From an optimization exercise on the open Yosys and OpenROAD flow, aimed at small area; shortcuts taken in it are not production practice.

Design fast, start of the top module:
module fast (
   input bit clk,
   input bit rst_n,
   input logic [391:0] in_data,
   output logic [12:0] out_pixel
);
wire nc0;
wire nc1;
wire nc2;
wire nc3;
wire nc4;
wire nc5;
wire nc6;
wire nc7;
wire x8;
wire k9;
wire s10;
wire c11;
wire s12;
wire c13;
wire s14;
wire c15;
wire s16;
wire c17;
wire s18;
wire c19;
wire s20;
wire c21;
wire s22;
wire c23;
wire a24;
wire p25;
wire d26;
wire d27;
wire d28;
wire d29;
wire d30;
wire d31;
wire d32;
wire x33;
wire k34;
wire s35;
wire c36;
wire s37;
wire c38;
wire s39;
wire c40;
wire s41;
wire c42;
wire s43;
wire c44;
wire s45;
wire c46;
wire s47;
wire c48;
wire a49;
wire p50;
wire d51;
wire d52;
wire d53;
wire d54;
wire d55;
wire d56;
wire d57;
wire x58;
wire k59;
wire s60;
wire c61;
wire s62;
wire c63;
wire s64;
wire c65;
wire s66;
wire c67;
wire s68;
wire c69;
wire s70;
wire c71;
wire s72;
wire c73;
wire a74;
wire p75;
wire d76;
wire d77;
wire d78;
wire d79;
wire d80;
wire d81;
wire d82;
wire x83;
wire k84;
wire s85;
wire c86;
wire s87;
wire c88;
wire s89;
wire c90;
wire s91;
wire c92;
wire s93;
wire c94;
wire s95;
wire c96;
wire s97;
wire c98;
wire a99;
wire p100;
wire d101;
wire d102;
wire d103;
wire d104;
wire d105;
wire d106;
wire d107;
wire x108;
wire k109;
wire s110;
wire c111;
wire s112;
wire c113;
wire s114;
wire c115;
wire s116;
wire c117;
wire s118;
wire c119;
wire s120;
wire c121;
  ...
Size: roughly 12 flip-flops, roughly 410 I/O pins.
Settings: LEC_CHECK=0, CAP_MARGIN=40, CORE_MARGIN=2, CORE_UTILIZATION=40, CTS_BUF_LIST=sky130_fd_sc_hd__clkbuf_4, SLEW_MARGIN=40, SYNTH_HIERARCHICAL=1, BUFFER_PORTS_ARGS=-buffer_cell sky130_fd_sc_hd__buf_1; clock period 12.0 ns.
standard.sh (not shown) runs the stock make flow with config.mk's settings and CLKGATE_MAP_FILE= SYNTH_SCRIPT=/design/flow/synth_recipe.tcl, a recipe that flattens the netlist after the stock synthesis.
==> flow/flow/run.sh <==
#!/bin/bash
set -euo pipefail
cat >> config.mk <<'EOT'
export BUFFER_PORTS_ARGS = -buffer_cell sky130_fd_sc_hd__buf_1
EOT
bash standard.sh > flow_make.log 2>&1
Edit:
--- a/flow/design.v
+++ b/flow/design.v
@@ -1132,35 +1132,40 @@
 ha_cell u_s684 (.a(c677), .b(s682), .s(s684), .co(c685));
 fa_cell u_s686 (.a(c679), .b(c681), .c(c683), .s(s686), .co(c687));
 ha_cell u_s688 (.a(c685), .b(s686), .s(s688), .co(c689));
 assign s690 = c687 ^ c689;
 wire [15:0] B = {c398, c373, c348, c323, c298, c273, c248, c223, c198, c173, c148, c123, c98, c73, c48, c23};
 wire [11:0] S = {s690, s688, s684, s676, s660, s628, s596, s564, s532, s498, s462, s422};
-wire is_corner;
-corner_cell u_corner (.b(B), .y(is_corner));
+wire [15:0] e = ~(B ^ {B[0], B[15:1]});
+wire [3:0] full, suf3, suf2, pre2, pre3;
+wire [3:0] run;
+genvar j;
+generate for (j = 0; j < 4; j++) begin : blk
+   assign suf2[j] = e[4*j+2] & e[4*j+3];
+   assign suf3[j] = e[4*j+1] & suf2[j];
+   assign full[j] = e[4*j] & suf3[j];
+   assign pre2[j] = e[4*j] & e[4*j+1];
+   assign pre3[j] = pre2[j] & e[4*j+2];
+end
+for (j = 0; j < 4; j++) begin : runs
+   assign run[j] = full[(j+1)%4] & (full[j] | (suf3[j] & e[4*((j+2)%4)])
+                   | (suf2[j] & pre2[(j+2)%4]) | (e[4*j+3] & pre3[(j+2)%4]));
+end
+endgenerate
+wire is_corner = |run;
 always_ff @(posedge clk) begin
    if (~rst_n) out_pixel <= '0;
    else        out_pixel <= is_corner ? {1'b0, S} : '0;
 end
 endmodule
 module fa_cell (input a, input b, input c, output s, output co);
 assign {co, s} = {1'b0, a} + {1'b0, b} + {1'b0, c};
 endmodule
 module ha_cell (input a, input b, output s, output co);
 assign {co, s} = {1'b0, a} + {1'b0, b};
 endmodule
-module corner_cell (input [15:0] b, output y);
-wire [15:0] a = ~b;
-wire [15:0] a2 = b & {b[0], b[15:1]};
-wire [15:0] a4 = a2 & {a2[1:0], a2[15:2]};
-wire [15:0] a8 = a4 & {a4[3:0], a4[15:4]};
-wire [15:0] b2 = a & {a[0], a[15:1]};
-wire [15:0] b4 = b2 & {b2[1:0], b2[15:2]};
-wire [15:0] b8 = b4 & {b4[3:0], b4[15:4]};
-assign y = (|(a8 & {a8[0], a8[15:1]})) | (|(b8 & {b8[0], b8[15:1]}));
-endmodule
 module inv_cell (input a, output y);
 assign y = ~a;
 endmodule
 module or_cell (input a, input b, output y);
 assign y = a | b;
 endmodule
After rerunning: Routed wire length grows by 1.5%; via count shrinks by 1.8%; utilization grows by 0.26 points; synthesized cell count grows by 4.0%; critical path depth grows by 2.
No functional check of the RTL was part of any run of this note.

## what the ideal ports hide
In the flow no input, the clock included, has a driving cell. The finished layouts below were timed again as built, in two steps.
Step 1: set_driving_cell puts a clkbuf_16 on clk and a buf_2 on each other input, an assumption about the parent block.
Step 2 times the ports against the registers' clock, not the clock port: input delays grow and output delays shrink by t, the midpoint of the rising clock arrivals with the driver on.
Slacks: no drivers / after step 1 / after step 2; pairs: no drivers / after step 1.
run | t (ns) | setup WS [ns] | worst setup path after step 2 | clock arrival spread, ns | worst slew at a driven data input, ns
the first run | 0.290 | 0.243 / 0.231 / -0.059 | input to register | 0.009 / 0.009 | 0.04
the second run | 0.299 | 0.290 / 0.300 / 0.000 | input to register | 0.005 / 0.005 | 0.05
Met with ideal ports but missed after step 2: setup timing in the first run. For the first run, which loses most, drivers alone change the setup slack by -0.012 ns; drivers and shift together by -0.302 ns.
